This is an optimization exercise on Yosys and OpenROAD, whose aim is small area, a short achievable clock period and few clock cycles, not a production implementation. No run shown here included a check of the RTL's function; only the layout flow was run. No activity file was given, so power comes from the tool's default toggle rates.

==> flow/design.v <==
`timescale 1ns / 10ps
module fast_top_level #(
    parameter X_MAX = 64,
    parameter Y_MAX = 64,
    parameter THRESHOLD = 20
) (
    input logic clk, n_rst,
    input logic [7:0] SRAM_in_gaus,
    input logic new_trans, SRAM_in_fast,
    input logic [$clog2(X_MAX) - 1:0] max_x, max_y,
    output logic write_SRAM_fast, read_SRAM_gaus, read_SRAM_fast, write_SRAM_OUT, done,
    output logic signed [$clog2(X_MAX):0] x_addr_gaus, y_addr_gaus, x_addr_fast, y_addr_fast, x_addr_OUT, y_addr_OUT,
    output logic [23:0] SRAM_OUT_wdata
);
localparam int K    = 13;            
localparam int P    = K + 6;         
localparam int CI   = 3 * P + 1;     
localparam int LEN  = 6 * P + 3;     
localparam int GI   = 2 * P + 2;     
localparam int GLEN = 4 * P + 5;     
localparam int TE   = 3 * P + 4;     
localparam int TW   = 5 * P + 9;     
localparam int EO   = TE % P;        
localparam int WO   = TW % P;
localparam int AW   = $clog2(X_MAX) + 1;
logic [5:0] mxq, myq;                
logic [5:0] xlast, xm4;              
logic signed [7:0] hlim;             
logic ntq, busy, fin, finq;
logic [6:0] tc;
logic e_on, w_on;
always_ff @(posedge clk) begin
    mxq   <= max_x;
    myq   <= max_y;
    xlast <= mxq - 6'd1;
    xm4   <= mxq - 6'd4;
    hlim  <= $signed({2'b0, myq}) + 8'sd2 - 8'(K);
end
always_ff @(posedge clk, negedge n_rst) begin
    if (!n_rst) begin
        ntq  <= 1'b0;
        busy <= 1'b0;
        finq <= 1'b0;
        done <= 1'b0;
        tc   <= '0;
    end else begin
        ntq  <= new_trans;
        finq <= fin;
        if (ntq)      busy <= 1'b1;
        else if (fin) busy <= 1'b0;
        if (new_trans) done <= 1'b0;
        else if (finq) done <= 1'b1;
        if (ntq)                  tc <= '0;
        else if (tc != 7'(TW))    tc <= tc + 7'd1;
    end
end
assign e_on = busy && (tc >= 7'(TE));
assign w_on = busy && (tc == 7'(TW));
logic [4:0] rr, er, wr;
always_ff @(posedge clk) begin
    if (ntq || rr == 5'(P - 1)) rr <= '0;
    else                        rr <= rr + 5'd1;
end
assign er = (rr >= 5'(EO)) ? rr - 5'(EO) : rr + 5'(P - EO);
assign wr = (rr >= 5'(WO)) ? rr - 5'(WO) : rr + 5'(P - WO);
logic [5:0] rx, ex, wx;
logic [6:0] ry0, ey0, wy0;
logic signed [7:0] ry, ey, wy;
logic [3:1] eml, emr, wml, wmr;
stage_pos #(.K(K)) pos_r (.clk(clk), .init(ntq), .adv(busy), .colend(rr == 5'(P - 1)),
                          .xlast(xlast), .xm4(xm4), .x(rx), .y0(ry0), .y(ry), .ml(), .mr());
stage_pos #(.K(K)) pos_e (.clk(clk), .init(ntq), .adv(e_on), .colend(er == 5'(P - 1)),
                          .xlast(xlast), .xm4(xm4), .x(ex), .y0(ey0), .y(ey), .ml(eml), .mr(emr));
stage_pos #(.K(K)) pos_w (.clk(clk), .init(ntq), .adv(w_on), .colend(wr == 5'(P - 1)),
                          .xlast(xlast), .xm4(xm4), .x(wx), .y0(wy0), .y(wy), .ml(wml), .mr(wmr));
assign read_SRAM_gaus = busy;
assign x_addr_gaus    = {1'b0, rx};
assign y_addr_gaus    = ry[AW-1:0];
logic [8*LEN-1:0] pl;
always_ff @(posedge clk)
    pl <= {pl[8*LEN-9:0], SRAM_in_gaus};
function automatic integer ptap(input integer dx, input integer dy);
    ptap = CI - (dx * P + dy);
endfunction
logic [7:0] cp, cm;
logic cp_ok, cm_ok;
always_ff @(posedge clk) begin
    cp    <= pl[8*(CI-1) +: 8] + 8'(THRESHOLD);
    cp_ok <= pl[8*(CI-1) +: 8] < 8'(256 - THRESHOLD);
    cm    <= pl[8*(CI-1) +: 8] - 8'(THRESHOLD);
    cm_ok <= pl[8*(CI-1) +: 8] >= 8'(THRESHOLD);
end
localparam int NR = 16;
function automatic integer rdx(input integer k);
    case (k)
        0: rdx = 0;   1: rdx = 1;   2: rdx = 2;   3: rdx = 3;
        4: rdx = 3;   5: rdx = 3;   6: rdx = 2;   7: rdx = 1;
        8: rdx = 0;   9: rdx = -1; 10: rdx = -2; 11: rdx = -3;
       12: rdx = -3; 13: rdx = -2; 14: rdx = 0;  default: rdx = -1;
    endcase
endfunction
function automatic integer rdy(input integer k);
    case (k)
        0: rdy = 3;   1: rdy = 3;   2: rdy = 2;   3: rdy = 1;
        4: rdy = 0;   5: rdy = -1;  6: rdy = -2;  7: rdy = -3;
        8: rdy = -3;  9: rdy = -3; 10: rdy = -2; 11: rdy = -1;
       12: rdy = 0;  13: rdy = 2;  14: rdy = 0;  default: rdy = 3;
    endcase
endfunction
logic [NR-1:0] sb, sd;               
logic cm_okd;
always_ff @(posedge clk) begin
    cm_okd <= cm_ok;
    for (int k = 0; k < NR; k++) begin
        if (k == 14) begin
            sb[k] <= 1'b0;
            sd[k] <= 1'b0;
        end else begin
            sb[k] <= cp_ok && (pl[8*ptap(rdx(k), rdy(k)) +: 8] >= cp);
            sd[k] <= cm_ok && (pl[8*ptap(rdx(k), rdy(k)) +: 8] <= cm);
        end
    end
end
logic [NR-1:0] sbm, sdm;
always_comb begin
    for (int k = 0; k < NR; k++) begin
        if (rdx(k) > 0 && emr[rdx(k)]) begin
            sbm[k] = 1'b0;
            sdm[k] = cm_okd;
        end else if (rdx(k) < 0 && eml[-rdx(k)]) begin
            sbm[k] = 1'b0;
            sdm[k] = cm_okd;
        end else begin
            sbm[k] = sb[k];
            sdm[k] = sd[k];
        end
    end
end
logic [2*NR-1:0] bw, dw;
logic arc;
always_comb begin
    bw = {sbm, sbm};
    dw = {sdm, sdm};
    arc = 1'b0;
    for (int i = 0; i < NR; i++)
        if (&bw[i +: 9] || &dw[i +: 9]) arc = 1'b1;
end
logic own_e, rd_e, corner_e;
assign own_e    = (er >= 5'd3) && (er < 5'(K + 3));
assign rd_e     = (er < 5'd3) || (er == 5'(P - 1));
assign corner_e = arc && own_e && (ey < $signed({2'b0, myq}));
logic wf_q, rf_q;
always_ff @(posedge clk, negedge n_rst) begin
    if (!n_rst) begin
        wf_q <= 1'b0;
        rf_q <= 1'b0;
    end else begin
        wf_q <= busy && corner_e;
        rf_q <= busy && rd_e;
    end
end
logic [5:0] xf_q;
logic [6:0] yf_q;
always_ff @(posedge clk) begin
    if (er == 5'(P - 1)) begin
        xf_q <= (ex == xlast) ? 6'd0 : ex + 6'd1;
        yf_q <= (ex == xlast) ? ey0 + 7'(K - 4) : ey0 - 7'd4;
    end else begin
        xf_q <= ex;
        yf_q <= ey[6:0];
    end
end
assign write_SRAM_fast = wf_q;
assign read_SRAM_fast  = rf_q;
assign x_addr_fast     = {1'b0, xf_q};
assign y_addr_fast     = yf_q;
logic wf_d, rf_d;
logic [GLEN-1:0] gl;
always_ff @(posedge clk) begin
    wf_d <= wf_q;
    rf_d <= rf_q;
    gl   <= {gl[GLEN-2:0], rf_d ? SRAM_in_fast : wf_d};
end
function automatic integer gtap(input integer dx, input integer dy);
    gtap = GI - (dx * P + dy);
endfunction
function automatic logic gf(input integer dx, input integer dy,
                            input logic [GLEN-1:0] g, input logic [3:1] ml, mr);
    if (dx > 0)      gf = g[gtap(dx, dy)] && !mr[dx];
    else if (dx < 0) gf = g[gtap(dx, dy)] && !ml[-dx];
    else             gf = g[gtap(dx, dy)];
endfunction
logic ring_any, ring_later, w_row, w_last;
always_comb begin
    ring_later = gf(-2, 1, gl, wml, wmr) | gf(-1, 2, gl, wml, wmr) | gf(0, 2, gl, wml, wmr)
               | gf(1, 2, gl, wml, wmr)  | gf(2, 1, gl, wml, wmr)  | gf(2, 0, gl, wml, wmr);
    ring_any   = ring_later
               | gf(2, -1, gl, wml, wmr) | gf(1, -2, gl, wml, wmr) | gf(0, -2, gl, wml, wmr)
               | gf(-1, -2, gl, wml, wmr) | gf(-2, -1, gl, wml, wmr) | gf(-2, 0, gl, wml, wmr);
end
assign w_row  = (wr >= 5'd1) && (wr <= 5'(K));
assign w_last = (wr == 5'(K)) && (wx == xlast) && ($signed({1'b0, wy0}) >= hlim);
assign fin    = w_on && w_last;
logic wo_q, yel_q;
logic [5:0] xo_q;
logic [6:0] yo_q;
always_ff @(posedge clk, negedge n_rst) begin
    if (!n_rst) wo_q <= 1'b0;
    else        wo_q <= w_on && w_row && (gl[GI] || ring_any);
end
always_ff @(posedge clk) begin
    xo_q  <= wx;
    yo_q  <= wy[6:0];
    yel_q <= gl[GI] && !ring_later;
end
assign write_SRAM_OUT = wo_q;
assign x_addr_OUT     = {1'b0, xo_q};
assign y_addr_OUT     = yo_q;
assign SRAM_OUT_wdata = {8'hFF, yel_q ? 8'hFF : 8'h20, yel_q ? 8'h00 : 8'h90};
endmodule
module stage_pos #(
    parameter int K = 13
) (
    input  logic clk,
    input  logic init, adv, colend,
    input  logic [5:0] xlast, xm4,           
    output logic [5:0] x,
    output logic [6:0] y0,
    output logic signed [7:0] y,
    output logic [3:1] ml, mr
);
always_ff @(posedge clk) begin
    if (init) begin
        x  <= '0;
        y0 <= '0;
        y  <= -8'sd3;
        ml <= 3'b111;
        mr <= 3'b000;
    end else if (adv) begin
        if (colend) begin
            if (x == xlast) begin
                x  <= '0;
                y0 <= y0 + 7'(K);
                y  <= $signed({1'b0, y0}) + 8'(K - 3);
                ml <= 3'b111;
                mr <= 3'b000;
            end else begin
                x  <= x + 6'd1;
                y  <= $signed({1'b0, y0}) - 8'sd3;
                ml <= {ml[2:1], 1'b0};
                mr <= {mr[3] || (x == xm4), mr[3:2]};
            end
        end else begin
            y <= y + 8'sd1;
        end
    end
end
endmodule
==> flow/run.sh <==
#!/bin/bash
# synth_recipe.tcl (not shown) runs the flow's synth.tcl, then flattens the netlist and writes it again
# the make line also repeats each setting of config.mk as NAME=value (left out here)
make -C /OpenROAD-flow-scripts/flow DESIGN_CONFIG=/design/flow/config.mk WORK_HOME=/design/flow/orfs CLKGATE_MAP_FILE= SYNTH_SCRIPT=/design/flow/synth_recipe.tcl finish
==> flow/config.mk <==
export PLATFORM = sky130hd
export DESIGN_NAME = fast_top_level
export DESIGN_NICKNAME = fast_top_level
export VERILOG_FILES = /design/flow/design.v
export SDC_FILE = /design/flow/constraint.sdc
export NUM_CORES = 4
export LEC_CHECK = 0
export CAP_MARGIN = 20
export CORE_MARGIN = 2
export CORE_UTILIZATION = 40
export CTS_BUF_LIST = sky130_fd_sc_hd__clkbuf_8
export CTS_CLUSTER_SIZE = 30
export PLACE_DENSITY = 0.6
export SLEW_MARGIN = 20
==> flow/constraint.sdc <==
create_clock -name core_clock -period 8.0 [get_ports {clk}]
set_input_delay 1.6000 -clock core_clock [delete_from_list [all_inputs] [get_ports {clk}]]
set_output_delay 1.6000 -clock core_clock [all_outputs]
set_load 0.01 [all_outputs]
==> reports/qor.txt, run 1 <==
Critical Path Start -> busy
area leader, netlist -> dfxtp_1
Distinct cells, synth -> 74
vias in the first global route -> 19,292
WL/cell -> 15.2 microns
CTS HTree Levels -> 4
reg-to-reg startpoint -> rr[3]
Clock Tree Buf Depth -> 3
total grt overflow -> 0
CTS sink cnt -> 1,212
status -> finished clean
non-filler instance count after layout -> 4,114
clock root buffer -> clkbuf_8
EDFF count, synth -> 0
# rows -> 107
starting DRC count in detailed routing -> 830
Initial Util -> 40.3%
Crit. End Element -> output pin
Area Overhead vs Synth -> 16.7%
Setup-failing EPs final -> 0
fraction of layout cells with a size suffix above 1 -> 9.73%
Core ar. -> 84,900 sq um
Critical Path RT -> 6.40 ns
min Tclk post-route -> 3.73 ns
Num CTS Buffers -> 175
io pins -> 95
commonest register cell after synthesis -> dfxtp_1
vias per cell -> 4.53
CP arrival -> 2.13 ns
Max-Cap Viols -> 0
Min-Delay Path Class -> reg2reg
crit path capture -> read_SRAM_gaus
Crit-path slowest cell -> dfrtp_1
Fillers -> 7,621
Crit Path Max Fanout -> 15
placer congestion estimate -> 0.834
PD cells -> 290 nW/um^2
largest net degree at the start of global routing -> 46
PostCTS Resize Cnt -> 0
most common cell in the netlist -> dfxtp_1
global-route wire length before repair -> 101,000 microns
peak supply drop -> 0.211 mV
# port buffers -> 76
final hold viol count -> 0
hold_buf cts -> 0
Die Area -> 87,800 sq um
placed cells -> 3,803
diodes inserted -> 0
list of most frequent post-synthesis cells -> dfxtp_1, ha_1, o21ai_0
Levels on crit path -> 1
Worst-path clk slew -> 0.06 ns
Worst-Margin Slew -> 1.04 ns
CTS tree -> built
Async SR Flop Fraction -> 1.16%
critical path buffer and inverter count -> 1
clk_skew -> 0.0270 ns
synthesized cell area -> 34,200 sq um
crit-path cells -> clkdlybuf4s50_1
post-route cell area -> 39,900 sq um
Ys Warns -> 21
R2R Setup Slk -> 4.34 ns
Slew HR -> 30.5%
Die X -> 296 microns
DRC -> 0
Syn Area/Cell -> 12.9 sq um
DR vias -> 18,648
Final Max Tran Viols -> 0
Final nets -> 3,107
area of the multi-input gates -> 9210 sq um
r2r endpoint -> pos_e.y0[6]
sequential cell area -> 24,300 sq um
post-synth top area share -> 70.2%
clk latency of the worst-skew pair -> 0.80 ns
Max Freq -> 0.268 GHz
post-CTS setup buffers -> 0
synthesized flop and latch total -> 1,212
most area-consuming cells after synthesis -> dfxtp_1, ha_1, o21ai_0, a21oi_1, nor2_1
crit-path max cell delay -> 0.69 ns
Post-DP Area -> 36,100 sq um
initial antenna violation count -> 0
Vert. Die Dim -> 296 microns
Cells after Synth -> 2,641
leakage power -> 17.2 nW
Post-DP HPWL -> 41,700 microns
Routed WL -> 62,600 microns
Final Cycle Share -> 46.6%
RSZ-0062 raised after global routing -> false
remaining antenna violation count -> 0
cell family with the largest share of critical-path delay -> flip-flops
DR pass1 iterations -> 5
WS Path Type -> reg2out
Setup crit start kind -> flop
setup_tns -> 0 ns
register area share after synthesis -> 71.2%
GR Util All Layers -> 14.6%
R2R cell count -> 9
placed cells by master, fill, tap and decap left out, drive strengths merged, types with 8 or more instances in the layout:
| cell | netlist | layout |
|---|---|---|
| clkinv | 2 | 24 |
| nand4 | 30 | 30 |
| xnor2 | 57 | 57 |
| dfrtp | 14 | 14 |
| ha | 247 | 247 |
| bufinv | 0 | 9 |
| mux2i | 15 | 15 |
| o31ai | 8 | 8 |
| o21a | 21 | 21 |
| clkbuf | 47 | 226 |
| o21ai | 139 | 139 |
| a211oi | 8 | 8 |
| conb | 2 | 18 |
| a21o | 51 | 51 |
| dfxtp | 1198 | 1198 |
| nor2b | 38 | 38 |
| a21boi | 19 | 19 |
| nand2 | 101 | 101 |
| nand2b | 37 | 37 |
| xor2 | 45 | 45 |
| nor2 | 133 | 133 |
| a31oi | 9 | 9 |
| and3 | 8 | 8 |
| nor3 | 35 | 35 |
| nand3 | 52 | 52 |
| inv | 76 | 127 |
| a21oi | 114 | 114 |
| clkdlybuf4s50 | 0 | 76 |
power by group:
group / switching (W) / internal (W) / total (W)
sequential: 0.0000735 / 0.00619 / 0.00626
combinational: 0.000103 / 0.0000926 / 0.000196
clock: 0.00225 / 0.00285 / 0.00510
sequential cells by signal (all words and copies together) (netlist names), 7 cells and up:
name / cells
sb: 15
pos_w.y0: 7
hlim: 8
pos_r.y0: 7
pos_w.y: 7
pos_r.y: 7
yf_q: 7
yo_q: 7
gl: 80
tc: 7
sd: 15
pos_e.y: 8
pos_e.y0: 7
pl: 936
cell type report:
cell class                 instances  area share [%]
clock buffer                     226            7.80
clock inverter                    85            1.74
inverter                          78           0.734
multi-input combinational       1288            23.1
sequential                      1212            61.0
tap                             1144            3.59
timing repair buffer              81            2.00
through the flow:
| step | hold WS (ns) | total power (W) | util, % | setup WS (ns) |
|---|---|---|---|---|
| after floorplan | 0.310 | 0.00650 | - | 5.21 |
| after global placement | 0.310 | 0.00658 | 42.5 | 4.42 |
| after detailed placement | 0.312 | 0.00659 | 42.5 | 4.33 |
| after CTS | 0.301 | 0.0117 | 47.0 | 4.17 |
| after global routing | 0.296 | 0.0121 | 47.0 | 3.92 |
| final | 0.304 | 0.0116 | 47.0 | 4.27 |
cells by family (layout without fill, tap and decap cells):
family                     after synthesis  count (layout)  share of synthesized area (%)
and+or+nand+nor                        477             477                           6.83
muxes                                   20              20                          0.604
other                                    2              18                         0.0220
adders and majority gates              247             247                           9.05
AOI/OAI and AO/OA                      424             424                           7.64
DFF                                   1212            1212                           71.2
buffers and inverters                  157             470                           2.03
xor gates and xnor gates               102             102                           2.61
layer usage:
| layer | wire length [microns] | GRT usage (%) | share of wire [%] | vias up |
|---|---|---|---|---|
| met1 | 28400 | 17.9 | 45 | 8823 |
| met2 | 29500 | 24.0 | 47 | 368 |
| li1 | - | - | - | 9317 |
| met4 | 1950 | 6.96 | 3.1 | 0 |
| met5 | 0 | 0 | 0 | - |
| met3 | 2710 | 3.71 | 4.3 | 140 |
worst min-delay path by stage:
| stage | slack, ns | cells after the start | start | to |
|---|---|---|---|---|
| 2_1_floorplan | 0.31 | 0 | gl[9] | gl[10] |
| 3_3_place_gp | 0.31 | 0 | pl[475] | pl[483] |
| 3_5_place_dp | 0.31 | 0 | pl[50] | pl[58] |
| 4_1_cts | 0.30 | 0 | pl[718] | pl[726] |
| 5_1_grt | 0.30 | 0 | pl[765] | pl[773] |
| 6_report | 0.30 | 0 | pl[838] | pl[846] |
worst reg2reg max path: stages, from the launching register on:
cell and delay, ns:
dfxtp_1 0.54, clkinv_1 0.37, ha_1 0.35, a2111o_1 0.41, nor2_1 0.19, a32o_1 0.26, nand3_1 0.64, nor4_1 0.54
xnor2_1 0.16, nor2_1 0.06
==> run 2, diff against run 1 <==
--- a/flow/config.mk
+++ b/flow/config.mk
@@ -10,5 +10,4 @@
 export CORE_UTILIZATION = 40
-export CTS_BUF_LIST = sky130_fd_sc_hd__clkbuf_8
-export CTS_CLUSTER_SIZE = 30
 export PLACE_DENSITY = 0.6
+export SETUP_SLACK_MARGIN = 5
 export SLEW_MARGIN = 20
==> run 2 against run 1 <==
  * Sequential power about the same
  * Core utilization about the same
  * Via count down 1.4%
  * Clock skew down 0.0011 ns
  * Worst hold slack better by 0.0056 ns
  * Sequential share of layout area about the same
  * Clock-buffer cell count down 77
  * Routed wire length down 1.1%
  * Power up 0.76%
  * Critical path type is now reg2reg
  * Worst setup slack better by 0.78 ns
  * Still clean
  * Flip-flop and latch count unchanged
  * Largest cell class unchanged
  * Non-clock buffer count up 11
==> reports/qor.txt, run 2 <==
status -> finished clean
register area share after synthesis -> 71.2% (unchanged)
peak supply drop -> 0.209 mV (-0.95%)
Crit Path Max Fanout -> 14 (-1)
starting DRC count in detailed routing -> 833 (+0.36%)
Tot Pwr -> 0.0116 W (+0.76%)
Final Max Tran Viols -> 0 (unchanged)
DR vias -> 18,396 (-1.4%)
WL/cell -> 15.4 microns (+1.4%)
Clock Tree Buf Depth -> 3 (unchanged)
most frequent cells in the layout -> dfxtp_1, ha_1, o21ai_0
crit-path max cell delay -> 0.53 ns (-0.16 ns)
synthesized flop and latch total -> 1,212 (unchanged)
WS Path Type -> reg2reg
clk_skew -> 0.0259 ns (-0.00111 ns)
Post-DP Area -> 36,100 sq um (unchanged)
final hold viol count -> 0 (unchanged)
min Tclk post-route -> 2.95 ns (-0.776 ns)
largest net degree at the start of global routing -> 46 (unchanged)
total grt overflow -> 0 (unchanged)
vias per cell -> 4.58 (+1.1%)
Min-Delay Path Class -> reg2reg
Setup-failing EPs final -> 0 (unchanged)
CTS sink cnt -> 1,212 (unchanged)
most area-consuming cells after synthesis -> dfxtp_1, ha_1, o21ai_0, a21oi_1, nor2_1
Worst-path clk slew -> 0.06 ns (about the same)
# rows -> 107 (unchanged)
Ys Warns -> 21 (unchanged)
r2r endpoint -> pos_w.x[2]
Min-Delay Path Depth -> 0 (unchanged)
Syn Area/Cell -> 12.9 sq um (unchanged)
clk latency of the worst-skew pair -> 0.66 ns (-0.14 ns)
Net Sw Frac -> 20.6% (-0.46 points)
CTS HTree Levels -> 3 (-1)
Cells after Synth -> 2,641 (unchanged)
commonest register cell after synthesis -> dfxtp_1
synthesized cell area -> 34,200 sq um (unchanged)
list of most frequent post-synthesis cells -> dfxtp_1, ha_1, o21ai_0
DRC -> 0 (unchanged)
R2R cell count -> 11 (+2)
most common cell in the netlist -> dfxtp_1
CTS tree -> built
vias in the first global route -> 18,665 (-3.3%)
Fillers -> 7,554 (-0.88%)
CP arrival -> 3.53 ns (+1.40 ns)
leakage power -> 17.1 nW (-0.52%)
Async SR Flop Fraction -> 1.16% (unchanged)
Top Registers -> pl x936, gl x80
post-synth top area share -> 70.2% (unchanged)
fraction of layout cells with a size suffix above 1 -> 8.57% (-1.2 points)
PD cells -> 292 nW/um^2 (+0.69%)
Core ar. -> 84,900 sq um (unchanged)
Die X -> 296 microns (unchanged)
setup_tns -> 0 ns (unchanged)
io pins -> 95 (unchanged)
Critical Path RT -> 8.58 ns (+2.18 ns)
Worst-Margin Slew -> 1.04 ns (+0.00185 ns)
global-route wire length before repair -> 99,600 microns (-1.3%)
placer congestion estimate -> 0.834 (unchanged)
Area Overhead vs Synth -> 16.8% (about the same)
Final nets -> 3,050 (-1.8%)
GR Util All Layers -> 14.3% (-0.30 points)
post-route setup slack -> 5.05 ns (+0.776 ns)
pre-CTS setup slack -> 4.33 ns (unchanged)
net load switching power -> 0.00240 W (-1.5%)
R2R Setup Slk -> 5.05 ns (+0.71 ns)
Num CTS Buffers -> 107 (-39%)
area leader, netlist -> dfxtp_1
Critical Path Start -> rr[1]
sequential share of power -> 53.7% (-0.5 points)
reg-to-reg startpoint -> rr[1]
Setup crit start kind -> flop
Max Freq -> 0.339 GHz (+26%)
crit-path cells -> clkinvlp_4 > buf_4 > ha_1 > a21bo_2 > or4_1 > a22o_4 > a211oi_4 > buf_8 > nand2_4 > or4b_1 > a21oi_1
Die Area -> 87,800 sq um (unchanged)
Logic pwr share -> 1.7% (about the same)
Final Cycle Share -> 36.9% (-9.7 points)
Slew HR -> 30.4% (-0.12 points)
commonest non-fill, non-tap cell in the layout -> dfxtp_1
# port buffers -> 76 (unchanged)
Routed WL -> 61,900 microns (-1.1%)
Max-Cap Viols -> 0 (unchanged)
EDFF count, synth -> 0 (unchanged)
remaining antenna violation count -> 0 (unchanged)
Clk network pwr share -> 44.6% (+0.4 points)
crit path capture -> pos_w.x[2]
Crit. End Element -> flop
clock root buffer -> clkbuf_16
diodes inserted -> 0 (unchanged)
RSZ-0062 raised after global routing -> true
Initial Util -> 40.3% (unchanged)
Post-DP HPWL -> 41,700 microns (unchanged)
Reg with most FFs -> pl
DR pass1 iterations -> 6 (+1)
initial antenna violation count -> 1 (+1)
post-route cell area -> 39,900 sq um (about the same)
Largest register FFs -> 936 (unchanged)
Distinct cells, synth -> 74 (unchanged)
Vert. Die Dim -> 296 microns (unchanged)
internal power -> 0.00925 W (+1.4%)
Crit-path slowest cell -> or4b_1
==> run 2: cell counts after synthesis <==
Identical to the previous run, type by type.
==> run 2: power by group through the flow <==
stage / Sequential (W) / Combinational (W) / Clock [W]
2_1_floorplan: 0.00636 / 0.000135 / 0
3_3_place_gp: 0.00639 / 0.000193 / 0
3_5_place_dp: 0.00639 / 0.000195 / 0
4_1_cts: 0.00626 / 0.000198 / 0.00534
5_1_grt: 0.00627 / 0.000224 / 0.00559
6_report: 0.00626 / 0.000199 / 0.00519
==> run 2: timing repair <==
action / 4_1_cts / 5_1_grt
pin swaps: 3 / 3
setup endpoints to repair: 112 / 23
hold buffers: 0 / 0
gates cloned: 1 / 0
buffers inserted: 10 / 0
gates resized for setup: 89 / 13
hold endpoints to repair: 0 / 0
==> run 2: worst min-delay path by stage <==
stage / startpoint / end / slack [ns]
global route: pl[679] / pl[687] / 0.31
floorplan: gl[9] / gl[10] / 0.31
finish: pl[860] / pl[868] / 0.31
detailed placement: pl[50] / pl[58] / 0.31
CTS: pl[679] / pl[687] / 0.31
global placement: pl[475] / pl[483] / 0.31
==> run 2: cell type report <==
| class | count | area, sq um | area share, % |
|---|---|---|---|
| clock inverters | 50 | 566 | 1.42 |
| repair buffers | 92 | 852 | 2.14 |
| flip-flops and latches | 1212 | 24400 | 61.1 |
| multi-input cells | 1288 | 9270 | 23.2 |
| clock buffers | 149 | 3120 | 7.81 |
| well taps | 1144 | 1430 | 3.59 |
| inverters | 78 | 303 | 0.759 |
==> run 2: stage by stage <==
step	hold slack (ns)	instances	utilization [%]
after floorplan	0.310	2657	-
after global placement	0.310	3803	42.5
after detailed placement	0.312	3803	42.5
after CTS	0.311	4013	47.0
after global routing	0.314	4013	47.0
final	0.310	4013	47.0
==> run 2: routing by layer <==
metal | GRT usage, % | wire length, microns
met4 | 5.79 | 2300
met5 | 0 | 0
met1 | 18.1 | 28100
met2 | 24.0 | 29000
met3 | 2.75 | 2490
==> run 2: cells by family after synthesis <==
| family | synth area share [%] |
|---|---|
| AO/OA/AOI/OAI | 7.64 |
| XOR/XNOR | 2.61 |
| adder cells (fa/ha/maj) | 9.05 |
| buffers and inverters | 2.03 |
| flip-flops | 71.2 |
| multiplexers | 0.604 |
| other | 0.0220 |
| AND/OR/NAND/NOR | 6.83 |
==> run 2: critical path, delay by kind of cell, from the launching register on <==
kind                       cells  cell delay [ns]
adders and majority gates      1             0.14
AOI/OAI and AO/OA              4             0.90
buffers and inverters          3             0.37
and+or+nand+nor                3             1.13
DFF                            1             0.35
==> run 3, diff against run 2 <==
--- a/flow/design.v
+++ b/flow/design.v
@@ -28,3 +28,3 @@
 logic signed [7:0] hlim;             
-logic ntq, busy, fin, finq;
+logic ntq, busy, fin, finq, rg_q;
 logic [6:0] tc;
@@ -42,2 +42,5 @@
         busy <= 1'b0;
+        rg_q <= 1'b0;
+        e_on <= 1'b0;
+        w_on <= 1'b0;
         finq <= 1'b0;
@@ -50,2 +53,8 @@
         else if (fin) busy <= 1'b0;
+        if (ntq)      rg_q <= 1'b1;
+        else if (fin) rg_q <= 1'b0;
+        if (ntq || fin)               e_on <= 1'b0;
+        else if (busy && tc == 7'(TE - 1)) e_on <= 1'b1;
+        if (ntq || fin)               w_on <= 1'b0;
+        else if (busy && tc == 7'(TW - 1)) w_on <= 1'b1;
         if (new_trans) done <= 1'b0;
@@ -56,11 +65,17 @@
 end
-assign e_on = busy && (tc >= 7'(TE));
-assign w_on = busy && (tc == 7'(TW));
-logic [4:0] rr, er, wr;
-always_ff @(posedge clk) begin
-    if (ntq || rr == 5'(P - 1)) rr <= '0;
-    else                        rr <= rr + 5'd1;
-end
-assign er = (rr >= 5'(EO)) ? rr - 5'(EO) : rr + 5'(P - EO);
-assign wr = (rr >= 5'(WO)) ? rr - 5'(WO) : rr + 5'(P - WO);
+logic [4:0] rr, rr_n, er_n, wr_n;
+logic r_end, e_end, e_own, e_rd, w_end, w_row, w_lrow;
+assign rr_n = (ntq || rr == 5'(P - 1)) ? 5'd0 : rr + 5'd1;
+assign er_n = (rr_n >= 5'(EO)) ? rr_n - 5'(EO) : rr_n + 5'(P - EO);
+assign wr_n = (rr_n >= 5'(WO)) ? rr_n - 5'(WO) : rr_n + 5'(P - WO);
+always_ff @(posedge clk) begin
+    rr     <= rr_n;
+    r_end  <= rr_n == 5'(P - 1);
+    e_end  <= er_n == 5'(P - 1);
+    e_own  <= (er_n >= 5'd3) && (er_n < 5'(K + 3));
+    e_rd   <= (er_n < 5'd3) || (er_n == 5'(P - 1));
+    w_end  <= wr_n == 5'(P - 1);
+    w_row  <= (wr_n >= 5'd1) && (wr_n <= 5'(K));
+    w_lrow <= wr_n == 5'(K);
+end
 logic [5:0] rx, ex, wx;
@@ -69,9 +84,9 @@
 logic [3:1] eml, emr, wml, wmr;
-stage_pos #(.K(K)) pos_r (.clk(clk), .init(ntq), .adv(busy), .colend(rr == 5'(P - 1)),
+stage_pos #(.K(K)) pos_r (.clk(clk), .init(ntq), .adv(busy), .colend(r_end),
                           .xlast(xlast), .xm4(xm4), .x(rx), .y0(ry0), .y(ry), .ml(), .mr());
-stage_pos #(.K(K)) pos_e (.clk(clk), .init(ntq), .adv(e_on), .colend(er == 5'(P - 1)),
+stage_pos #(.K(K)) pos_e (.clk(clk), .init(ntq), .adv(e_on), .colend(e_end),
                           .xlast(xlast), .xm4(xm4), .x(ex), .y0(ey0), .y(ey), .ml(eml), .mr(emr));
-stage_pos #(.K(K)) pos_w (.clk(clk), .init(ntq), .adv(w_on), .colend(wr == 5'(P - 1)),
+stage_pos #(.K(K)) pos_w (.clk(clk), .init(ntq), .adv(w_on), .colend(w_end),
                           .xlast(xlast), .xm4(xm4), .x(wx), .y0(wy0), .y(wy), .ml(wml), .mr(wmr));
-assign read_SRAM_gaus = busy;
+assign read_SRAM_gaus = rg_q;
 assign x_addr_gaus    = {1'b0, rx};
@@ -147,6 +162,4 @@
 end
-logic own_e, rd_e, corner_e;
-assign own_e    = (er >= 5'd3) && (er < 5'(K + 3));
-assign rd_e     = (er < 5'd3) || (er == 5'(P - 1));
-assign corner_e = arc && own_e && (ey < $signed({2'b0, myq}));
+logic corner_e;
+assign corner_e = arc && e_own && (ey < $signed({2'b0, myq}));
 logic wf_q, rf_q;
@@ -158,3 +171,3 @@
         wf_q <= busy && corner_e;
-        rf_q <= busy && rd_e;
+        rf_q <= busy && e_rd;
     end
@@ -164,3 +177,3 @@
 always_ff @(posedge clk) begin
-    if (er == 5'(P - 1)) begin
+    if (e_end) begin
         xf_q <= (ex == xlast) ? 6'd0 : ex + 6'd1;
@@ -192,3 +205,3 @@
 endfunction
-logic ring_any, ring_later, w_row, w_last;
+logic ring_any, ring_later, w_last;
 always_comb begin
@@ -200,4 +213,3 @@
 end
-assign w_row  = (wr >= 5'd1) && (wr <= 5'(K));
-assign w_last = (wr == 5'(K)) && (wx == xlast) && ($signed({1'b0, wy0}) >= hlim);
+assign w_last = w_lrow && (wx == xlast) && ($signed({1'b0, wy0}) >= hlim);
 assign fin    = w_on && w_last;
==> run 3 against run 2 <==
  * Still clean
  * Clock-buffer cell count is 2 lower
  * Flip-flop and latch count is 9 higher
  * Global-route usage is 0.39 points lower
  * Sequential power hardly changed
  * Core utilization hardly changed
  * Clock power is 3% higher
  * Worst hold slack worse by 0.035 ns
  * Clock skew is 0.034 ns higher
  * Synthesized area is 0.41% higher
  * Routed wire length is 1.2% lower
  * Largest cell class unchanged
  * Largest power group unchanged
==> reports/qor.txt, run 3 <==
Num CTS Buffers -> 110 (+2.8%)
crit-path max cell delay -> 0.35 ns (-0.18 ns)
commonest non-fill, non-tap cell in the layout -> dfxtp_1
Post-DP HPWL -> 40,700 microns (-2.4%)
most common cell in the netlist -> dfxtp_1
Initial Util -> 40.3% (about the same)
R2R Setup Slk -> 5.18 ns (+0.13 ns)
DR vias -> 18,239 (-0.85%)
largest net degree at the start of global routing -> 74 (+61%)
Die X -> 297 microns (+0.20%)
GR Util All Layers -> 13.9% (-0.39 points)
Min-Delay Path Class -> reg2reg
Vert. Die Dim -> 297 microns (+0.20%)
DRC -> 0 (unchanged)
CTS sink cnt -> 1,221 (+0.74%)
Crit. End Element -> output pin
clk_skew -> 0.0600 ns (+0.0341 ns)
Critical Path Start -> yel_q
register area share after synthesis -> 71.5% (+0.26 points)
critical path buffer and inverter count -> 3 (unchanged)
Reg with most FFs -> pl
Final Max Tran Viols -> 0 (unchanged)
clk latency of the worst-skew pair -> 0.69 ns (+0.03 ns)
placer congestion estimate -> 0.828 (-0.72%)
Area Overhead vs Synth -> 16.7% (about the same)
peak supply drop -> 0.238 mV (+14%)
Routed WL -> 61,200 microns (-1.2%)
most area-consuming cells after synthesis -> dfxtp_1, ha_1, nor2_1, a21oi_1, o21ai_0
Fillers -> 7,600 (+0.61%)
post-synth top area share -> 70.3% (+0.12 points)
Setup-failing EPs final -> 0 (unchanged)
Async SR Flop Fraction -> 1.31% (+0.16 points)
diodes inserted -> 0 (unchanged)
CTS tree -> built
crit path capture -> SRAM_OUT_wdata[7]
area leader, netlist -> dfxtp_1
min Tclk post-route -> 2.92 ns (-0.0288 ns)
Max-Cap Viols -> 0 (unchanged)
Final Cycle Share -> 36.5% (-0.36 points)
Die Area -> 88,100 sq um (+0.41%)
list of most frequent post-synthesis cells -> dfxtp_1, ha_1, nor2_1
r2r endpoint -> w_row
vias per cell -> 4.55 (-0.83%)
post-route setup slack -> 5.08 ns (+0.0288 ns)
DR pass1 iterations -> 5 (-1)
global-route wire length before repair -> 98,300 microns (-1.3%)
final hold viol count -> 0 (unchanged)
reg-to-reg startpoint -> rr[0]
Crit-path slowest cell -> dfxtp_4
Distinct cells, synth -> 71 (-4.1%)
io pins -> 95 (unchanged)
EDFF count, synth -> 0 (unchanged)
Levels on crit path -> 3 (-8)
# port buffers -> 76 (unchanged)
fraction of layout cells with a size suffix above 1 -> 8.79% (+0.21 points)
crit-path cells -> buf_4 > inv_2 > buf_2
remaining antenna violation count -> 0 (unchanged)
CTS HTree Levels -> 3 (unchanged)
Ys Warns -> 21 (unchanged)
Largest register FFs -> 936 (unchanged)
synthesized flop and latch total -> 1,221 (+0.74%)
total grt overflow -> 0 (unchanged)
most frequent cells in the layout -> dfxtp_1, ha_1, nor2_1
Syn Area/Cell -> 13.0 sq um (+0.49%)
PD cells -> 295 nW/um^2 (+0.95%)
Cells after Synth -> 2,639 (-0.076%)
Crit Path Max Fanout -> 6 (-8)
WS Path Type -> reg2out
CP arrival -> 1.32 ns (-2.21 ns)
RSZ-0062 raised after global routing -> true
Setup crit start kind -> flop
setup_tns -> 0 ns (unchanged)
Max Freq -> 0.342 GHz (+0.99%)
R2R cell count -> 12 (+1)
Tot Pwr -> 0.0118 W (+1.3%)
status -> finished clean
Slew HR -> 25.1% (-5.2 points)
synthesized cell area -> 34,300 sq um (+0.41%)
Final nets -> 3,040 (-0.33%)
cell family with the largest share of critical-path delay -> flip-flops
leakage power -> 17.2 nW (+0.58%)
Worst-path clk slew -> 0.07 ns (about the same)
Critical Path RT -> 6.40 ns (-2.18 ns)
pre-CTS setup slack -> 4.57 ns (+0.239 ns)
WL/cell -> 15.2 microns (-1.2%)
clock root buffer -> clkbuf_16
starting DRC count in detailed routing -> 769 (-7.7%)
# rows -> 107 (unchanged)
Worst-Margin Slew -> 1.11 ns (+0.0699 ns)
Core ar. -> 85,100 sq um (+0.32%)
Top Registers -> pl x936, gl x80
commonest register cell after synthesis -> dfxtp_1
hold_buf cts -> 0 (unchanged)
Clock Tree Buf Depth -> 3 (unchanged)
initial antenna violation count -> 2 (+1)
vias in the first global route -> 18,393 (-1.5%)
==> run 3: cell types whose count changed in the layout (fill, tap and decap cells not counted), moves of 11 or more <==
cell / change
nor2_1: +24
mux2i_1: +11
o21ai_0: -31
xor2_1: +11
dfxtp_1: +15
nand3_1: -14
==> run 3: logic make-up (layout without fill, tap and decap cells) <==
group           Yosys count  count (layout)  synth area share, %
xor+xnor                109             109                 2.78
simple gates            481             481                 6.81
buf+inv                 162             375                 2.12
mux                      34              34                 1.02
fa+ha+maj               243             243                 8.86
other cells               2              18               0.0219
compound gates          387             387                 6.90
flops                  1221            1221                 71.5
==> run 3: what timing repair did <==
item	CTS	global route
setup buffers	2	2
pin swaps	0	1
resized for setup	79	6
setup endpoints to repair	56	7
==> run 3: worst min-delay path by stage <==
stage               startpoint  endpoint  slack (ns)  depth (start not counted)
global placement       pl[846]   pl[854]        0.31                          0
finish                 pl[677]   pl[685]        0.27                          0
detailed placement     pl[455]   pl[463]        0.31                          0
floorplan                gl[9]    gl[10]        0.31                          0
global route           pl[711]   pl[719]        0.28                          0
CTS                    pl[711]   pl[719]        0.28                          0
==> run 3: per-stage QoR <==
step	cell area [sq um]	hold WS, ns	util, %	instances
floorplan	34400	0.310	-	2655
global placement	36200	0.310	42.5	3801
detailed placement	36200	0.312	42.5	3801
CTS	40000	0.282	47.0	4010
global route	40000	0.281	47.0	4012
finish	40000	0.274	47.0	4012
==> run 3: worst register-to-register path: stages (launching register included) <==
cell	delay [ns]
dfxtp_1	0.33
inv_1	0.11
ha_1	0.18
nor4bb_1	0.27
nor2_1	0.16
nand2_2	0.20
inv_1	0.11
ha_1	0.24
a32oi_4	0.29
o21ai_2	0.16
mux2_2	0.34
o31ai_1	0.25
a31oi_1	0.07
==> run 3: cell type report <==
cell class              instances  area, sq um  share of cell area [%]
clock buffers                 147         3160                    7.88
repair buffers                 85          758                    1.89
clock inverters                60          684                    1.71
flip-flops and latches       1221        24500                    61.3
well taps                    1144         1430                    3.58
inverters                      83          312                   0.778
multi-input cells            1272         9150                    22.9
==> run 3: power by group <==
part,switching [W],internal (W),total [W]
sequential,0.0000626,0.00623,0.00629
combinational,0.0000970,0.0000827,0.000180
clock,0.00226,0.00307,0.00533
==> run 3: routing by layer <==
| layer | share of wire [%] | global-route usage [%] | up-vias |
|---|---|---|---|
| met2 | 48 | 23.5 | 333 |
| li1 | - | - | 9096 |
| met5 | 0.021 | 0 | - |
| met3 | 3.9 | 2.63 | 126 |
| met1 | 45 | 17.3 | 8682 |
| met4 | 3.5 | 5.95 | 2 |
==> run 4, diff against run 3 <==
==> flow/flow/run.sh (new file) <==
#!/bin/bash
# Standard layout, with timing repair aimed below the clock period (setup
# margin) and plain buffers on the ports. The make output goes to
# standard_finish.log; each ORFS step logs to orfs/logs/.
set -euo pipefail
bash standard.sh SETUP_SLACK_MARGIN=5.4 \
    "BUFFER_PORTS_ARGS=-buffer_cell sky130_fd_sc_hd__buf_4" \
    finish > standard_finish.log 2>&1
==> flow/standard.sh (new file) <==
#!/bin/bash
# synth_recipe.tcl (not shown) runs the flow's synth.tcl, then flattens the netlist and writes it again
# the make line also repeats each setting of config.mk as NAME=value (left out here)
make -C /OpenROAD-flow-scripts/flow DESIGN_CONFIG=/design/flow/config.mk WORK_HOME=/design/flow/orfs CLKGATE_MAP_FILE= SYNTH_SCRIPT=/design/flow/synth_recipe.tcl "${@:-finish}"
--- a/flow/config.mk
+++ b/flow/config.mk
@@ -11,3 +11,2 @@
 export PLACE_DENSITY = 0.6
-export SETUP_SLACK_MARGIN = 5
 export SLEW_MARGIN = 20
removed: flow/run.sh
==> run 4 against run 3 <==
  * Sequential power about the same
  * Still clean on timing, DRC and antenna
  * Largest power group unchanged
  * Power decreased by 1.4%
  * Via count up 0.62%
  * Global-route usage is 0.071 points higher
  * Die area is the same
  * Critical path type unchanged
==> reports/qor.txt, run 4 <==
PD cells -> 289 nW/um^2 (-2.0%)
Slew HR -> 37.7% (+13 points)
register area share after synthesis -> 71.5% (unchanged)
Ys Warns -> 21 (unchanged)
Final nets -> 3,066 (+0.86%)
min Tclk post-route -> 2.83 ns (-0.0946 ns)
Distinct cells, synth -> 71 (unchanged)
leakage power -> 17.4 nW (+0.64%)
Core ar. -> 85,100 sq um (unchanged)
setup_tns -> 0 ns (unchanged)
placer congestion estimate -> 0.823 (-0.64%)
Min-Delay Path Class -> reg2reg
Crit. End Element -> output pin
fraction of layout cells with a size suffix above 1 -> 13.5% (+4.7 points)
Setup crit start kind -> flop
R2R Setup Slk -> 5.44 ns (+0.26 ns)
hold_buf cts -> 0 (unchanged)
most area-consuming cells after synthesis -> dfxtp_1, ha_1, nor2_1, a21oi_1, o21ai_0
vias in the first global route -> 18,896 (+2.7%)
total grt overflow -> 0 (unchanged)
largest net degree at the start of global routing -> 74 (unchanged)
Die Area -> 88,100 sq um (unchanged)
sequential share of power -> 54.0% (+0.7 points)
Setup-failing EPs final -> 0 (unchanged)
Logic pwr share -> 1.7% (+0.2 points)
vias per cell -> 4.55 (about the same)
Async SR Flop Fraction -> 1.31% (unchanged)
Max-Cap Viols -> 0 (unchanged)
Cells after Synth -> 2,639 (unchanged)
most frequent cells in the layout -> dfxtp_1, ha_1, nor2_1
clk latency of the worst-skew pair -> 0.68 ns (about the same)
Initial Util -> 40.3% (unchanged)
Largest register FFs -> 936 (unchanged)
CTS HTree Levels -> 3 (unchanged)
routed length on met2 -> 29,400 microns (+0.89%)
most common cell in the netlist -> dfxtp_1
DR pass1 iterations -> 7 (+2)
CTS sink cnt -> 1,221 (unchanged)
net load switching power -> 0.00238 W (-1.5%)
Area Overhead vs Synth -> 17.5%
final hold viol count -> 0 (unchanged)
Worst-Margin Slew -> 0.934 ns (-0.179 ns)
Worst-path clk slew -> 0.06 ns (about the same)
Crit-path slowest cell -> dfrtp_1
crit path capture -> write_SRAM_fast
crit-path cells -> buf_6
Syn Area/Cell -> 13.0 sq um (unchanged)
WL/cell -> 15.2 microns (-0.21%)
Top Registers -> pl x936, gl x80
Net Sw Frac -> 20.5% (-0.033 points)
Fillers -> 7,482 (-1.6%)
global-route wire length before repair -> 99,400 microns (+1.1%)
clk_skew -> 0.0367 ns (-0.0233 ns)
clock root buffer -> clkbuf_16
cell family with the largest share of critical-path delay -> flip-flops
Max Freq -> 0.353 GHz (+3.3%)
GR Util All Layers -> 14.0% (+0.071 points)
starting DRC count in detailed routing -> 900 (+17%)
Reg with most FFs -> pl
area leader, netlist -> dfxtp_1
Clk network pwr share -> 44.2% (-1.0 points)
Num CTS Buffers -> 108 (-1.8%)
Post-DP Area -> 36,000 sq um (-0.58%)
Routed met1 length -> 27,400 microns (-0.43%)
post-route cell area -> 40,300 sq um (+0.68%)
remaining antenna violation count -> 0 (unchanged)
Crit Path Max Fanout -> 2 (-4)
EDFF count, synth -> 0 (unchanged)
DR vias -> 18,352 (+0.62%)
post-synth top area share -> 70.3% (unchanged)
DRC -> 0 (unchanged)
Critical Path RT -> 6.40 ns (about the same)
WS Path Type -> reg2out
Critical Path Start -> wf_q
synthesized cell area -> 34,300 sq um (unchanged)
R2R cell count -> 10 (-2)
initial antenna violation count -> 1 (-1)
reg-to-reg startpoint -> rr[1]
# rows -> 107 (unchanged)
crit-path max cell delay -> 0.43 ns (+0.08 ns)
commonest non-fill, non-tap cell in the layout -> dfxtp_1
# port buffers -> 76 (unchanged)
highest metal used -> met5
list of most frequent post-synthesis cells -> dfxtp_1, ha_1, nor2_1
CP arrival -> 1.23 ns (-0.09 ns)
WL met3 -> 2640 microns (+10%)
Vert. Die Dim -> 297 microns (unchanged)
RSZ-0062 raised after global routing -> true
CTS tree -> built
Die X -> 297 microns (unchanged)
status -> finished clean
critical path buffer and inverter count -> 1 (-2)
r2r endpoint -> w_row
synthesized flop and latch total -> 1,221 (unchanged)
internal power -> 0.00926 W (-1.3%)
Post-DP HPWL -> 40,400 microns (-0.62%)
peak supply drop -> 0.200 mV (-16%)
Final Max Tran Viols -> 0 (unchanged)
Final Cycle Share -> 35.4% (-1.2 points)
commonest register cell after synthesis -> dfxtp_1
Clock Tree Buf Depth -> 3 (unchanged)
Levels on crit path -> 1 (-2)
Routed WL -> 61,400 microns (+0.36%)
diodes inserted -> 0 (unchanged)
io pins -> 95 (unchanged)
-- run 4: cell counts after synthesis --
Identical to the previous run, type by type.
-- run 4: stage by stage --
step | setup WS (ns) | hold slack, ns | utilization (%) | std cells | total power, W
final | 5.17 | 0.298 | 47.3 | 4035 | 0.0116
after global routing | 5.12 | 0.297 | 47.3 | 4035 | 0.0121
after CTS | 5.12 | 0.301 | 47.0 | 4019 | 0.0118
after detailed placement | 4.73 | 0.312 | 42.2 | 3798 | 0.00660
after global placement | 4.69 | 0.310 | 42.2 | 3798 | 0.00659
after floorplan | 5.43 | 0.310 | - | 2655 | 0.00653
-- run 4: repair_timing --
| action | CTS | global route |
|---|---|---|
| gates resized for setup | 104 | 35 |
| pin swaps | 5 | 8 |
| setup buffers | 19 | 16 |
| setup endpoints to repair | 73 | 68 |
-- run 4: worst min-delay path by stage --
| stage | startpoint | to | slack, ns | cells past startpoint |
|---|---|---|---|---|
| 2_1_floorplan | gl[9] | gl[10] | 0.31 | 0 |
| 3_3_place_gp | pl[237] | pl[245] | 0.31 | 0 |
| 3_5_place_dp | pl[590] | pl[598] | 0.31 | 0 |
| 4_1_cts | pl[719] | pl[727] | 0.30 | 0 |
| 5_1_grt | pl[719] | pl[727] | 0.30 | 0 |
| 6_report | pl[703] | pl[711] | 0.30 | 0 |
-- run 4: cell type report --
type	instances	area, sq um	share of cell area (%)
Inverter	83	323	0.801
Timing Repair Buffer	113	1030	2.56
Tap cell	1144	1430	3.55
Clock inverter	52	584	1.45
Sequential cell	1221	24600	61.0
Multi-Input combinational cell	1272	9270	23.0
Clock buffer	150	3060	7.60
-- run 4: routing by layer --
layer	up-vias	track usage, %
li1	9156	-
met1	8717	17.1
met2	354	23.7
met3	123	3.02
met4	2	6.06
met5	-	0
-- run 4: logic make-up (layout without fill, tap and decap cells) --
family | count (synthesis) | after routing | share of synthesized area (%)
buffers and inverters | 162 | 398 | 2.12
DFF | 1221 | 1221 | 71.5
and+or+nand+nor | 481 | 481 | 6.81
adders and majority gates | 243 | 243 | 8.86
AOI/OAI and AO/OA | 387 | 387 | 6.90
muxes | 34 | 34 | 1.02
other | 2 | 18 | 0.0219
xor gates and xnor gates | 109 | 109 | 2.78
-- run 4: power groups by stage --
| stage | combinational, W | sequential [W] | clock (W) |
|---|---|---|---|
| floorplan | 0.000129 | 0.00640 | 0 |
| global placement | 0.000170 | 0.00642 | 0 |
| detailed placement | 0.000174 | 0.00643 | 0 |
| CTS | 0.000193 | 0.00629 | 0.00530 |
| global route | 0.000226 | 0.00630 | 0.00554 |
| finish | 0.000201 | 0.00629 | 0.00515 |
==> run 5, diff against run 4 <==
--- a/flow/design.v
+++ b/flow/design.v
@@ -99,6 +99,6 @@
 endfunction
-logic [7:0] cp, cm;
+logic [7:0] cpn, cm;
 logic cp_ok, cm_ok;
 always_ff @(posedge clk) begin
-    cp    <= pl[8*(CI-1) +: 8] + 8'(THRESHOLD);
+    cpn   <= ~(pl[8*(CI-1) +: 8] + 8'(THRESHOLD));
     cp_ok <= pl[8*(CI-1) +: 8] < 8'(256 - THRESHOLD);
@@ -124,2 +124,9 @@
 endfunction
+function automatic logic ge_c(input logic [7:0] a, input logic [7:0] nb);
+    logic cy;
+    cy = 1'b1;
+    for (int i = 0; i < 8; i++)
+        cy = (a[i] & nb[i]) | (a[i] & cy) | (nb[i] & cy);
+    ge_c = cy;
+endfunction
 logic [NR-1:0] sb, sd;               
@@ -133,4 +140,4 @@
         end else begin
-            sb[k] <= cp_ok && (pl[8*ptap(rdx(k), rdy(k)) +: 8] >= cp);
-            sd[k] <= cm_ok && (pl[8*ptap(rdx(k), rdy(k)) +: 8] <= cm);
+            sb[k] <= cp_ok && ge_c(pl[8*ptap(rdx(k), rdy(k)) +: 8], cpn);
+            sd[k] <= cm_ok && ge_c(cm, ~pl[8*ptap(rdx(k), rdy(k)) +: 8]);
         end
--- a/flow/config.mk
+++ b/flow/config.mk
@@ -10,2 +10,4 @@
 export CORE_UTILIZATION = 40
+export CTS_CLUSTER_DIAMETER = 90
+export CTS_CLUSTER_SIZE = 25
 export PLACE_DENSITY = 0.6
==> run 5 against run 4 <==
  * Clock skew rose by 0.016 ns
  * Cell count fell by 4.6%
  * Flip-flop and latch count up 1
  * Largest power group unchanged
  * Highest routed layer is now met4
  * Largest cell class unchanged
  * Non-clock buffer count up 3
  * Die area is 2.0% lower
  * Still clean on timing, DRC and antenna
==> reports/qor.txt, run 5 <==
status -> finished clean
Final Max Tran Viols -> 0 (unchanged)
Routed met1 length -> 27,800 microns (+1.5%)
remaining antenna violation count -> 0 (unchanged)
PD cells -> 258 nW/um^2 (-11%)
Die Area -> 86,400 sq um (-2.0%)
Cells after Synth -> 2,706 (+2.5%)
WL met3 -> 2860 microns (+8.3%)
r2r endpoint -> w_row
Clock Tree Buf Depth -> 3 (unchanged)
WHS Endpoint -> pl[844]
most common cell in the netlist -> dfxtp_1
starting DRC count in detailed routing -> 1,116 (+24%)
DR vias -> 18,754 (+2.2%)
fraction of layout cells with a size suffix above 1 -> 10.4% (-3.1 points)
synthesized cell area -> 33,600 sq um (-2.0%)
Max-Cap Viols -> 0 (unchanged)
diodes inserted -> 0 (unchanged)
Routed WL -> 62,100 microns (+1.1%)
EDFF count, synth -> 0 (unchanged)
CTS HTree Levels -> 2 (-1)
Setup-failing EPs final -> 0 (unchanged)
hold_buf cts -> 0 (unchanged)
post-synth top area share -> 71.8% (+1.5 points)
synthesized flop and latch total -> 1,222 (+0.082%)
Critical Path RT -> 8.56 ns (+2.16 ns)
Min-Delay Path Class -> reg2reg
leakage power -> 14.6 nW (-16%)
Fillers -> 7,511 (+0.39%)
Crit. End Element -> flop
Area Overhead vs Synth -> 11.0%
peak supply drop -> 0.188 mV (-5.9%)
Post-DP HPWL -> 40,900 microns (+1.1%)
DR pass1 iterations -> 5 (-2)
initial antenna violation count -> 0 (-1)
Final Cycle Share -> 35.9% (+0.50 points)
GR Util All Layers -> 14.1% (+0.15 points)
min Tclk post-route -> 2.87 ns (+0.0401 ns)
Final nets -> 2,828 (-7.8%)
R2R cell count -> 12 (+2)
total grt overflow -> 0 (unchanged)
Distinct cells, synth -> 74 (+4.2%)
Syn Area/Cell -> 12.4 sq um (-4.4%)
CTS tree -> built
vias in the first global route -> 18,486 (-2.2%)
Setup crit start kind -> flop
Top Registers -> pl x936, gl x80
Reg with most FFs -> pl
WL/cell -> 16.1 microns (+6.0%)
RSZ-0062 raised after global routing -> true
Async SR Flop Fraction -> 1.31% (about the same)
Die X -> 294 microns (-1.0%)
clock root buffer -> clkbuf_16
highest metal used -> met4
vias per cell -> 4.87 (+7.2%)
CP arrival -> 3.43 ns (+2.20 ns)
global-route wire length before repair -> 98,200 microns (-1.2%)
list of most frequent post-synthesis cells -> dfxtp_1, a21oi_1, nand2_1
DRC -> 0 (unchanged)
area leader, netlist -> dfxtp_1
Core ar. -> 83,400 sq um (-2.0%)
post-route setup slack -> 5.13 ns (-0.0401 ns)
clk latency of the worst-skew pair -> 0.67 ns (about the same)
Worst-path clk slew -> 0.09 ns (+0.03 ns)
Crit Path Max Fanout -> 7 (+5)
final hold viol count -> 0 (unchanged)
CTS sink cnt -> 1,222 (+0.082%)
Num CTS Buffers -> 56 (-48%)
pre-CTS setup slack -> 4.58 ns (-0.145 ns)
setup_tns -> 0 ns (unchanged)
most frequent cells in the layout -> dfxtp_1, a21oi_1, nand2_1
Ys Warns -> 21 (unchanged)
# port buffers -> 76 (unchanged)
Vert. Die Dim -> 294 microns (-1.0%)
reg-to-reg startpoint -> rr[0]
WS Path Type -> reg2reg
io pins -> 95 (unchanged)
routed length on met2 -> 29,300 microns (-0.38%)
commonest non-fill, non-tap cell in the layout -> dfxtp_1
largest net degree at the start of global routing -> 66 (-11%)
most area-consuming cells after synthesis -> dfxtp_1, a21oi_1, ha_1, maj3_1, nand2_1
Slew HR -> 30.1% (-7.5 points)
clk_skew -> 0.0530 ns (+0.0163 ns)
commonest register cell after synthesis -> dfxtp_1
Worst-Margin Slew -> 1.05 ns (+0.112 ns)
register area share after synthesis -> 73.0% (+1.5 points)
# rows -> 106 (-0.93%)
placer congestion estimate -> 0.816 (-0.78%)
Max Freq -> 0.349 GHz (-1.4%)
R2R Setup Slk -> 5.13 ns (-0.31 ns)
Initial Util -> 40.3% (about the same)
Min-Delay Path Depth -> 0 (unchanged)
Largest register FFs -> 936 (unchanged)
hold wc startpoint -> pl[836]
[run 5: worst max-delay path by stage]
stage	startpoint	cells past startpoint	to
2_1_floorplan	rr[0]	14	w_row
3_3_place_gp	rr[1]	12	w_row
3_5_place_dp	rr[1]	12	w_row
4_1_cts	rr[0]	12	w_row
5_1_grt	rr[0]	12	w_row
6_report	rr[0]	12	w_row
[run 5: worst max-delay path, cell delays in order (launching register included)]
cell	delay, ns
dfxtp_4	0.40
inv_4	0.05
ha_4	0.15
and4bb_1	0.24
or3_4	0.40
ha_4	0.20
and2b_2	0.21
o21ai_2	0.14
a211oi_2	0.11
o21ai_2	0.23
mux2_4	0.33
mux2_4	0.27
nor2_2	0.08
[run 5: per-stage QoR]
| stage | utilization [%] | power, W | std cells | hold WS, ns | cell area [sq um] |
|---|---|---|---|---|---|
| after floorplan | - | 0.00656 | 2722 | 0.310 | 33700 |
| after global placement | 42.1 | 0.00663 | 3751 | 0.310 | 35100 |
| after detailed placement | 42.1 | 0.00664 | 3751 | 0.312 | 35100 |
| after CTS | 44.6 | 0.00975 | 3843 | 0.290 | 37200 |
| after global routing | 44.7 | 0.0100 | 3848 | 0.309 | 37300 |
| final | 44.7 | 0.00963 | 3848 | 0.292 | 37300 |
[run 5: repair_timing]
item	in CTS	in global routing
setup endpoints to repair	77	86
resized for setup	125	16
pin swaps	6	3
setup buffers	22	5
[run 5: cells by family after synthesis]
family          after synthesis  synth area share (%)
fa+ha+maj                   109                  3.61
simple gates                493                  6.92
flops                      1222                  73.0
mux                          32                 0.986
buf+inv                     240                  3.03
compound gates              504                  9.70
xor+xnor                    104                  2.71
other cells                   2                0.0223
[run 5: layer usage]
metal,vias up,global-route usage [%]
met5,-,0
met4,0,5.57
met3,135,1.99
met2,459,23.9
met1,9018,18.2
li1,9142,-
[run 5: power breakdown]
part	switching [W]	leakage [nW]	internal (W)	total, W
clock network	0.00179	0.775	0.00132	0.00311
registers	0.0000769	10.1	0.00623	0.00631
logic	0.000109	3.71	0.000104	0.000212
[run 5: area by class of cell]
cell class	instances	area (sq um)	area share, %
sequential	1222	24600	66.1
multi-input combinational	1260	8260	22.2
clock buffer	62	1450	3.90
tap	1080	1350	3.62
timing repair buffer	116	1070	2.88
inverter	100	384	1.03
clock inverter	8	129	0.346
==> run 6, diff against run 5 <==
--- a/flow/config.mk
+++ b/flow/config.mk
@@ -10,4 +10,4 @@
 export CORE_UTILIZATION = 40
-export CTS_CLUSTER_DIAMETER = 90
-export CTS_CLUSTER_SIZE = 25
+export CTS_CLUSTER_DIAMETER = 100
+export CTS_CLUSTER_SIZE = 30
 export PLACE_DENSITY = 0.6
==> run 6 against run 5 <==
  * Largest power group unchanged
  * Synthesized cell count unchanged
  * Highest routed layer unchanged
  * Cell count decreased by 0.23%
  * Largest cell class unchanged
  * Register-to-register slack got worse by 0.02 ns
==> reports/qor.txt, run 6 <==
status -> finished clean
EDFF count, synth -> 0 (unchanged)
Slew HR -> 30.9% (+0.77 points)
Worst-path clk slew -> 0.12 ns (+0.03 ns)
post-synthesis mux area share -> 0.986% (unchanged)
post-synthesis compound-gate area fraction -> 9.70% (unchanged)
total grt overflow -> 0 (unchanged)
largest net degree at the start of global routing -> 66 (unchanged)
Net Sw Frac -> 20.6% (+0.12 points)
Setup crit start kind -> flop
Critical Path RT -> 8.54 ns (-0.02 ns)
leakage power -> 14.5 nW (-0.77%)
Final Cycle Share -> 36.1% (+0.26 points)
starting DRC count in detailed routing -> 1,135 (+1.7%)
pre-CTS setup slack -> 4.58 ns (unchanged)
area of the multi-input gates -> 8260 sq um (unchanged)
# port buffers -> 76 (unchanged)
Synth Area in Simple Gates -> 6.92% (unchanged)
post-synth top area share -> 71.8% (unchanged)
hold_buf cts -> 0 (unchanged)
final hold viol count -> 0 (unchanged)
Clock Tree Buf Depth -> 3 (unchanged)
area leader, netlist -> dfxtp_1
Fin Hold WS -> 0.294 ns (+0.00188 ns)
# rows -> 106 (unchanged)
WS Path Type -> reg2reg
hold wc startpoint -> pl[383]
largest family of logic cells by synthesized area -> compound AO/OA/AOI/OAI gates
Min-Delay Path Class -> reg2reg
sequential cell area -> 24,600 sq um (unchanged)
DR vias -> 18,675 (-0.42%)
Crit. End Element -> flop
Ys Warns -> 21 (unchanged)
CTS HTree Levels -> 2 (unchanged)
crit-path max cell delay -> 0.41 ns (about the same)
DR pass1 iterations -> 5 (unchanged)
crit-path cells -> inv_4 > ha_4 > and4bb_1 > or3_4 > ha_4 > and2b_2 > o21ai_2 > a211oi_2 > o21ai_2 > mux2_4 > mux2_4 > nor2_2
Area Overhead vs Synth -> 10.3%
synthesized cell area -> 33,600 sq um (unchanged)
register area share after synthesis -> 73.0% (unchanged)
most common cell in the netlist -> dfxtp_1
internal power -> 0.00746 W (-2.5%)
reg-to-reg startpoint -> rr[0]
Syn Area/Cell -> 12.4 sq um (unchanged)
Max Freq -> 0.346 GHz (-0.71%)
clk latency of the worst-skew pair -> 0.64 ns (-0.03 ns)
initial antenna violation count -> 0 (unchanged)
PD cells -> 254 nW/um^2 (-1.7%)
WL/cell -> 16.1 microns (about the same)
Final nets -> 2,821 (-0.25%)
Vert. Die Dim -> 294 microns (unchanged)
Num CTS Buffers -> 48 (-14%)
CTS sink cnt -> 1,222 (unchanged)
Critical Path Start -> rr[0]
CTS tree -> built
vias in the first global route -> 18,385 (-0.55%)
GR Util All Layers -> 14.1% (-0.040 points)
CP arrival -> 3.43 ns (about the same)
post-route setup slack -> 5.11 ns (-0.0206 ns)
Final Max Tran Viols -> 0 (unchanged)
clk_skew -> 0.0459 ns (-0.00710 ns)
list of most frequent post-synthesis cells -> dfxtp_1, a21oi_1, nand2_1
placer congestion estimate -> 0.816 (unchanged)
Distinct cells, synth -> 74 (unchanged)
global-route wire length before repair -> 97,900 microns (-0.28%)
Logic pwr share -> 2.3% (about the same)
Clk network pwr share -> 30.6% (-1.7 points)
Synth Area in XOR/XNOR -> 2.71% (unchanged)
Worst-Margin Slew -> 1.03 ns (-0.0115 ns)
synthesized flop and latch total -> 1,222 (unchanged)
clock root buffer -> clkbuf_16
critical path buffer and inverter count -> 1 (unchanged)
Crit Path Max Fanout -> 7 (unchanged)
sequential share of power -> 67.1% (+1.6 points)
Initial Util -> 40.3% (unchanged)
vias per cell -> 4.86 (-0.19%)
commonest non-fill, non-tap cell in the layout -> dfxtp_1
Reg with most FFs -> pl
Die X -> 294 microns (unchanged)
peak supply drop -> 0.198 mV (+5.3%)
Die Area -> 86,400 sq um (unchanged)
most area-consuming cells after synthesis -> dfxtp_1, a21oi_1, ha_1, maj3_1, nand2_1
setup_tns -> 0 ns (unchanged)
Setup-failing EPs final -> 0 (unchanged)
RSZ-0062 raised after global routing -> true
DRC -> 0 (unchanged)
Crit-path slowest cell -> dfxtp_4
diodes inserted -> 0 (unchanged)
Fillers -> 7,548 (+0.49%)
min Tclk post-route -> 2.89 ns (+0.0206 ns)
Routed WL -> 61,900 microns (-0.25%)
Post-DP HPWL -> 40,900 microns (unchanged)
Tot Pwr -> 0.00940 W (-2.3%)
cell family with the largest share of critical-path delay -> simple AND/OR/NAND/NOR gates
net load switching power -> 0.00194 W (-1.8%)
R2R Setup Slk -> 5.11 ns (-0.02 ns)
Top Registers -> pl x936, gl x80
Max-Cap Viols -> 0 (unchanged)
remaining antenna violation count -> 0 (unchanged)
io pins -> 95 (unchanged)
Largest register FFs -> 936 (unchanged)
Cells after Synth -> 2,706 (unchanged)
most frequent cells in the layout -> dfxtp_1, a21oi_1, nand2_1
post-synthesis adder-cell area fraction -> 3.61% (unchanged)
Core ar. -> 83,400 sq um (unchanged)
Async SR Flop Fraction -> 1.31% (unchanged)
commonest register cell after synthesis -> dfxtp_1
fraction of layout cells with a size suffix above 1 -> 10.1% (-0.26 points)
[run 6: cell counts after synthesis]
No cell type changed its count.
[run 6: final cells by class]
type / count / share of cell area, %
sequential: 1222 / 66.5
multi-input combinational: 1260 / 22.3
tap: 1080 / 3.64
clock buffer: 50 / 3.26
timing repair buffer: 117 / 2.92
inverter: 100 / 1.04
clock inverter: 10 / 0.391
[run 6: path summary, 6_finish.rpt]
check                               end  cells after the start
worst max-delay path              w_row                     12
min in group asynchronous         tc[6]                      1
worst max register to register    w_row                     12
worst min register to register  pl[391]                      0
max in group asynchronous           ntq                      1
worst min-delay path            pl[391]                      0
[run 6: worst reg2reg max path: stages (launching register included)]
cell and delay (ns):
dfxtp_4 0.41, inv_4 0.05, ha_4 0.15, and4bb_1 0.24
or3_4 0.40, ha_4 0.20, and2b_2 0.21, o21ai_2 0.15
a211oi_2 0.11, o21ai_2 0.23, mux2_4 0.33, mux2_4 0.27
nor2_2 0.08
[run 6: per-stage QoR]
| step | cells | util, % | area (sq um) |
|---|---|---|---|
| 5_1_grt | 3839 | 44.4 | 37100 |
| 3_3_place_gp | 3751 | 42.1 | 35100 |
| 2_1_floorplan | 2722 | - | 33700 |
| 6_report | 3839 | 44.4 | 37100 |
| 3_5_place_dp | 3751 | 42.1 | 35100 |
| 4_1_cts | 3833 | 44.3 | 37000 |
[run 6: power by group through the flow]
| stage | registers, W | clock network [W] | logic [W] |
|---|---|---|---|
| after floorplan | 0.00642 | 0 | 0.000138 |
| after global placement | 0.00645 | 0 | 0.000181 |
| after detailed placement | 0.00646 | 0 | 0.000184 |
| after CTS | 0.00632 | 0.00300 | 0.000208 |
| after global routing | 0.00633 | 0.00321 | 0.000238 |
| final | 0.00631 | 0.00288 | 0.000213 |
[run 6: cell families after synthesis]
kind of cell | count (synthesis)
AO/OA/AOI/OAI | 504
XOR/XNOR | 104
adder cells (fa/ha/maj) | 109
buffers and inverters | 240
flip-flops | 1222
multiplexers | 32
other | 2
AND/OR/NAND/NOR | 493
[run 6: metal layers]
| layer | global-route usage [%] | wire length [microns] |
|---|---|---|
| met1 | 18.3 | 28000 |
| met3 | 1.89 | 2620 |
| met2 | 23.9 | 29400 |
| met5 | 0 | 0 |
| met4 | 5.28 | 1880 |
[run 6: repair_timing]
action | CTS | global route
pin swaps | 6 | 5
setup buffers | 22 | 6
gates resized for setup | 124 | 18
endpoints found under the setup margin | 78 | 94

-- port drivers added, routing unchanged --
How much do the figures lean on ideal ports? The routed layouts below were timed once more, with nothing changed but the port constraints.
Step 1 sets driving cells, clkbuf_16 on the clock port and buf_2 on the other inputs (assumed; they add their load-dependent delay and slew).
Step 2 also shifts input and output timing later by t, the mid clock arrival at the registers, as if the neighbouring blocks saw the same clock.
Slacks: ideal / step 1 / step 2; pairs: ideal / step 1.
| run | t, ns | setup WS [ns] | worst setup path at the end | latest minus earliest clock arrival (ns) | worst register clock-pin slew, ns |
|---|---|---|---|---|---|
| run 1 | 0.850 | 4.272 / 4.213 / 4.341 | register to register | 0.029 / 0.030 | 0.07 / 0.07 |
| run 2 | 0.713 | 5.047 / 5.006 / 5.047 | register to register | 0.028 / 0.028 | 0.07 / 0.07 |
| run 3 | 0.722 | 5.076 / 5.016 / 5.178 | register to register | 0.061 / 0.061 | 0.07 / 0.07 |
| run 4 | 0.722 | 5.171 / 5.107 / 5.442 | register to register | 0.045 / 0.044 | 0.07 / 0.07 |
| run 5 | 0.694 | 5.131 / 5.106 / 5.131 | register to register | 0.067 / 0.067 | 0.10 / 0.10 |
| run 6 | 0.679 | 5.110 / 5.105 / 5.110 | register to register | 0.052 / 0.052 | 0.12 / 0.12 |
After both steps setup and hold are still met in every run listed.
